This design comes from an exercise in tuning for small area on the open sky130 flow, not from production work.
In this exercise RTL edits were held to simulation tests only and were not proved equivalent to the original. The clock port is modelled as an ideal driver; clocking choices that lean on that would not hold on a real chip.

Setup of P:
==> flow/design.v <==
module ALU(
input [31:0] a, imm,
input [31:12] u,
input lui, andi,
output [31:0] y
    );
    function [6:0] rca6(input [5:0] x, input [5:0] z, input cin);
        integer k;
        reg c;
        begin
            c = cin;
            for (k = 0; k < 6; k = k + 1) begin
                rca6[k] = x[k] ^ z[k] ^ c;
                c = (x[k] & z[k]) | (x[k] & c) | (z[k] & c);
            end
            rca6[6] = c;
        end
    endfunction
    wire [6:0] l0 = rca6(a[5:0], imm[5:0], 1'b0);
    wire [6:0] h0 = rca6(a[11:6], imm[11:6], 1'b0);
    wire [6:0] h1 = rca6(a[11:6], imm[11:6], 1'b1);
    wire [6:0] h = l0[6] ? h1 : h0;
    wire s = imm[11];
    wire [20:0] d;
    assign d[0] = h[6] ^ s;
    genvar k;
    generate for (k = 0; k < 20; k = k + 1) begin : hc
        assign d[k+1] = (a[12+k] ^ s) & d[k];
    end endgenerate
    wire [31:0] sum = {a[31:12] ^ d[19:0], h[5:0], l0[5:0]};
    assign y = lui ? {u, 12'd0} : andi ? (a & imm) : sum;
endmodule
module Banco_de_Registros(
input clk, rst, clr, ph, we,
input [3:0] waddr, raddr,
input [31:0] wdata,
output [31:0] rdata
    );
    wire [31:0] a_w [0:15];
    genvar g;
    generate for (g = 0; g < 16; g = g + 1) begin : ring
        reg [31:0] ra, rb;
        wire sel = clr | (we & (waddr == g));
        wire [31:0] d;
        if (g == 7)   
            assign d = clr ? {28'd0, {3{~rst}}, 1'b0} : wdata;
        else
            assign d = clr ? 32'd0 : wdata;
        always @(posedge clk) begin
            ra <= rb;
            rb <= sel ? d : ra;
        end
        assign a_w[g] = ra;
    end endgenerate
    assign rdata = a_w[raddr];
endmodule
module Extensor_de_Signo(
input [31:7] ir,
input store,
output [31:0] imm
    );
    assign imm = {{20{ir[31]}}, ir[31:25], store ? ir[11:7] : ir[24:20]};
endmodule
module Memoria_Datos(
input clk, rst, clr, ph,
input we1,               
input sb, lbu,
input [31:0] t,          
input [31:0] wdata,
output [31:0] rdata
    );
    reg [4:0] a5;
    reg we2, sb2;
    always @(posedge clk) begin
        a5  <= t[4:0];
        we2 <= ~rst & we1;
        sb2 <= sb;
    end
    wire wr = we1 | we2;
    wire [4:0] addr = we2 ? a5 : t[4:0];
    wire [31:0] dw = we2 ? t : wdata;
    wire sbx = we2 ? sb2 : sb;
    wire [2:0] w = addr[4:2];
    wire [1:0] off = addr[1:0];
    wire [7:0] db [0:3];
    assign db[0] = dw[31:24];
    assign db[1] = dw[23:16];
    assign db[2] = dw[15:8];
    assign db[3] = dw[7:0];
    wire [7:0] bv [0:3];      
    wire [7:0] ri [0:3];      
    wire [7:0] ro [0:3];      
    wire [1:0] amt = wr ? ((sbx ? 2'd3 : 2'd0) - off) : (off + {1'b0, lbu});
    genvar k, p;
    generate for (k = 0; k < 4; k = k + 1) begin : bank
        wire [2:0] idx = w + (k < off);
        wire bwe = wr & (~sbx | (off == k));
        wire [7:0] wd = clr ? 8'd0 : ro[k];
        wire [7:0] ca [0:3];
        wire [7:0] cb [0:3];
        for (p = 0; p < 4; p = p + 1) begin : pr
            reg [7:0] ma, mb;
            wire sel = clr | (bwe & (idx[2:1] == p) & (idx[0] == ph));
            always @(posedge clk) begin
                ma <= mb;
                mb <= sel ? wd : ma;
            end
            assign ca[p] = ma;
            assign cb[p] = mb;
        end
        assign bv[k] = (idx[0] == ph) ? ca[idx[2:1]] : cb[idx[2:1]];
        assign ri[k] = wr ? db[k] : bv[k];
        assign ro[k] = ri[(k + amt) & 2'd3];
    end endgenerate
    assign rdata = {ro[0] & {8{~lbu}}, ro[1] & {8{~lbu}}, ro[2] & {8{~lbu}}, ro[3]};
endmodule
module UC_ES(
input [2:0] st,
input load,
output reg [2:0] nxt
    );
    always @*
        case (st)
            3'd0: nxt = 3'd1;
            3'd1: nxt = 3'd2;
            3'd2: nxt = 3'd3;
            3'd3: nxt = load ? 3'd4 : 3'd0;
            default: nxt = 3'd0;
        endcase
endmodule
module Unidad_Control(
input clk, rst,
input [1:0] cls,
output st_f, st_d, st_x, st_w, st_m,
output reg pf,       
output reg ph,       
output clr,          
output reg rsel,     
output is_lui, is_opi, is_load, is_store
    );
    reg [2:0] st;
    reg rst_d;
    wire [2:0] nxt;
    UC_ES LCES (.st(st), .load(is_load), .nxt(nxt));
    always @(posedge clk) begin
        st    <= rst ? 3'd0 : nxt;
        pf    <= ~rst & (st_m | (st_w & ~is_load));
        ph    <= ~rst & ~ph;
        rst_d <= rst;
        rsel  <= ~rst & (st_f | st_d);
    end
    assign clr = rst | rst_d;
    assign st_f = st == 3'd0;
    assign st_d = st == 3'd1;
    assign st_x = st == 3'd2;
    assign st_w = st == 3'd3;
    assign st_m = st == 3'd4;
    assign is_lui   = cls == 2'b11;
    assign is_opi   = cls == 2'b01;
    assign is_load  = cls == 2'b00;
    assign is_store = cls == 2'b10;
endmodule
module CPU_top(
input clk, rst,
input [31:0] imem_data,
output [31:0] imem_addr,
output [31:0] out
    );
    wire st_f, st_d, st_x, st_w, st_m, pf, ph, clr, rsel;
    wire is_lui, is_opi, is_load, is_store;
    reg  [31:7] ir;
    reg  [1:0]  cls;    
    Unidad_Control UC (.clk(clk), .rst(rst), .cls(cls),
        .st_f(st_f), .st_d(st_d), .st_x(st_x), .st_w(st_w), .st_m(st_m),
        .pf(pf), .ph(ph), .clr(clr), .rsel(rsel),
        .is_lui(is_lui), .is_opi(is_opi), .is_load(is_load), .is_store(is_store));
    reg  [31:2] pc;
    wire [31:2] pc_inc = pc + 30'd1;
    always @(posedge clk)
        if (rst) pc <= 30'd0;
        else if (st_f) pc <= pc_inc;
    assign imem_addr = {pc, 2'b00};
    always @(posedge clk)
        if (st_f) begin
            ir  <= imem_data[31:7];
            cls <= {imem_data[5], imem_data[4]};
        end
    wire andi = ir[14];           
    wire lbu  = ir[14];           
    wire sb   = ~ir[13];          
    wire [4:0]  raddr = rsel ? ir[19:15] : ir[24:20];
    wire [31:0] rv;
    reg  [31:0] T;
    wire wr_now = ((st_w & ~is_load & ~is_store) | st_m | (st_f & pf & ~is_store)) & (ir[7] == ph);
    Banco_de_Registros Registers (.clk(clk), .rst(rst), .clr(clr), .ph(ph),
        .we(wr_now), .waddr(ir[11:8]), .wdata(T), .raddr(raddr[4:1]), .rdata(rv));
    wire [31:0] imm;
    Extensor_de_Signo ExtSign (.ir(ir), .store(is_store), .imm(imm));
    wire [31:0] alu;
    wire mwe;
    ALU CPU_ALU (.a(rv), .imm(imm & {32{~mwe}}), .u(ir[31:12]), .lui(is_lui), .andi(is_opi & andi), .y(alu));
    wire [31:0] mval;
    assign mwe = ((st_w & is_store) | (st_f & pf & is_store)) & (ir[20] == ph);
    Memoria_Datos Datos (.clk(clk), .rst(rst), .clr(clr), .ph(ph), .we1(mwe), .sb(sb), .lbu(lbu),
        .t(T), .wdata(rv), .rdata(mval));
    wire t_alu = (st_d | st_x) & (is_lui | (ir[15] == ph));
    wire t_ld  = st_w & is_load;
    always @(posedge clk)
        if (t_alu | t_ld | mwe) T <= t_ld ? mval : alu;
    assign out = (st_w | st_m) ? T : {pc_inc, 2'b00};
endmodule
export LEC_CHECK = 0
export CAP_MARGIN = 20
export CORE_MARGIN = 2
export CORE_UTILIZATION = 50
export PLACE_DENSITY = 0.65
export SLEW_MARGIN = 20
create_clock -name core_clock -period 10.5 [get_ports {clk}]
standard.sh (not shown) runs the stock make flow with config.mk's settings and CLKGATE_MAP_FILE= SYNTH_SCRIPT=/design/flow/synth_recipe.tcl, a recipe that flattens the netlist after the stock synthesis.
==> flow/flow/run.sh <==
#!/bin/bash
# Standard ORFS flow (the standard.sh) with three changes:
#  - synthesis: the same script, but ABC maps with an area-oriented script
#    (flow/abc_area.script: &nf -a) instead of ORFS's delay-oriented one.
#    Registers are untouched (ABC only maps the combinational logic).
#  - clock tree: larger sink clusters (28 flip-flops per leaf buffer) and no
#    dummy loads;
#  - port buffers: the smallest buffer (buf_1).
set -euo pipefail
W=$(pwd)
F=$W/flow
# synthesis script: synth_recipe.tcl, sourcing a copy of ORFS synth.tcl whose
# ABC call uses flow/abc_area.script
sed "s#source \$::env(SCRIPTS_DIR)/synth_preamble.tcl#source \$::env(SCRIPTS_DIR)/synth_preamble.tcl\nset abc_args [lreplace \$abc_args 1 1 $F/abc_area.script]#" \
    "$FLOW_HOME/scripts/synth.tcl" > $W/own_synth_core.tcl
sed "s#source \$::env(SCRIPTS_DIR)/synth.tcl#source $W/own_synth_core.tcl#" $W/synth_recipe.tcl > $W/own_synth.tcl
grep -q "own_synth_core.tcl" $W/own_synth.tcl
grep -q "abc_area.script" $W/own_synth_core.tcl
sed "s#SYNTH_SCRIPT=[^ ]*#SYNTH_SCRIPT=$W/own_synth.tcl#" $W/standard.sh > $W/own_standard.sh
grep -q "SYNTH_SCRIPT=$W/own_synth.tcl" $W/own_standard.sh
export CTS_ARGS="-sink_clustering_enable -repair_clock_nets -dont_use_dummy_load -sink_clustering_size 28 -sink_clustering_max_diameter 100"
export BUFFER_PORTS_ARGS="-buffer_cell sky130_fd_sc_hd__buf_1"
bash $W/own_standard.sh > $W/flow_make.log 2>&1
==> flow/flow/abc_area.script <==
strash
&get -n
&st
&syn2
&dch
&nf -a
&put
topo
stime -c
buffer -c
upsize -c
dnsize -c
Input changes introduced in Q (baseline for comparison: P):
--- a/flow/design.v
+++ b/flow/design.v
@@ -52,7 +52,15 @@
         end
         assign a_w[g] = ra;
     end endgenerate
-    assign rdata = a_w[raddr];
+    wire [15:0] rsel = 16'd1 << raddr;
+    reg [31:0] r;
+    integer i;
+    always @* begin
+        r = 32'd0;
+        for (i = 0; i < 16; i = i + 1)
+            r = r | (a_w[i] & {32{rsel[i]}});
+    end
+    assign rdata = r;
 endmodule
 module Extensor_de_Signo(
 input [31:7] ir,
@@ -91,6 +99,7 @@
     wire [7:0] ri [0:3];      
     wire [7:0] ro [0:3];      
     wire [1:0] amt = wr ? ((sbx ? 2'd3 : 2'd0) - off) : (off + {1'b0, lbu});
+    wire [3:0] aoh = 4'd1 << amt;
     genvar k, p;
     generate for (k = 0; k < 4; k = k + 1) begin : bank
         wire [2:0] idx = w + (k < off);
@@ -108,9 +117,24 @@
             assign ca[p] = ma;
             assign cb[p] = mb;
         end
-        assign bv[k] = (idx[0] == ph) ? ca[idx[2:1]] : cb[idx[2:1]];
+        wire [3:0] poh = 4'd1 << idx[2:1];
+        wire ina = (idx[0] == ph);
+        reg [7:0] r;
+        integer i;
+        always @* begin
+            r = 8'd0;
+            for (i = 0; i < 4; i = i + 1)
+                r = r | (ca[i] & {8{poh[i] & ina}}) | (cb[i] & {8{poh[i] & ~ina}});
+        end
+        assign bv[k] = r;
         assign ri[k] = wr ? db[k] : bv[k];
-        assign ro[k] = ri[(k + amt) & 2'd3];
+        reg [7:0] o;
+        always @* begin
+            o = 8'd0;
+            for (i = 0; i < 4; i = i + 1)
+                o = o | (ri[i] & {8{aoh[(i - k) & 3]}});
+        end
+        assign ro[k] = o;
     end endgenerate
     assign rdata = {ro[0] & {8{~lbu}}, ro[1] & {8{~lbu}}, ro[2] & {8{~lbu}}, ro[3]};
 endmodule
Notes after the runs:
In summary, Q completed successfully, with a layout that passed the timing, design-rule and antenna checks.
Any difference in number of standard cells in the final layout excluding fillers between P and Q is small enough to ignore.
Q vs. P: synthesized-area fraction occupied by xor and xnor cells level; first-pass GRT wire length level; number of ordinary and repair buffers in the finished layout moved up; growth of design area from synthesis to finish level; final antenna diode count level.
Summary of the comparison: total number of vias is higher in Q, relative to P.
On Q: worst-case register-to-register setup slack is 0.90 ns higher than what P gave.

[what the ideal ports hide]
Ports are ideal in the flow. The routed layouts listed here were re-timed in OpenROAD. Step 1 assumes that a clkbuf_16 drives the clock port and a buf_2 every other input. Step 2, shift: input delay + t, output delay - t, t = (earliest + latest rising clock arrival at the registers) / 2. This alone moves slack from input paths to output paths. a / b / c = ideal ports / drivers / drivers and shift; a / b = the first two.
run	shift t [ns]	setup WS [ns]	pins driven straight from the clock port
P	0.723	1.891 / 1.891 / 1.891	1
Q	0.726	2.793 / 2.793 / 2.793	1
After both steps every run listed still meets setup and hold.
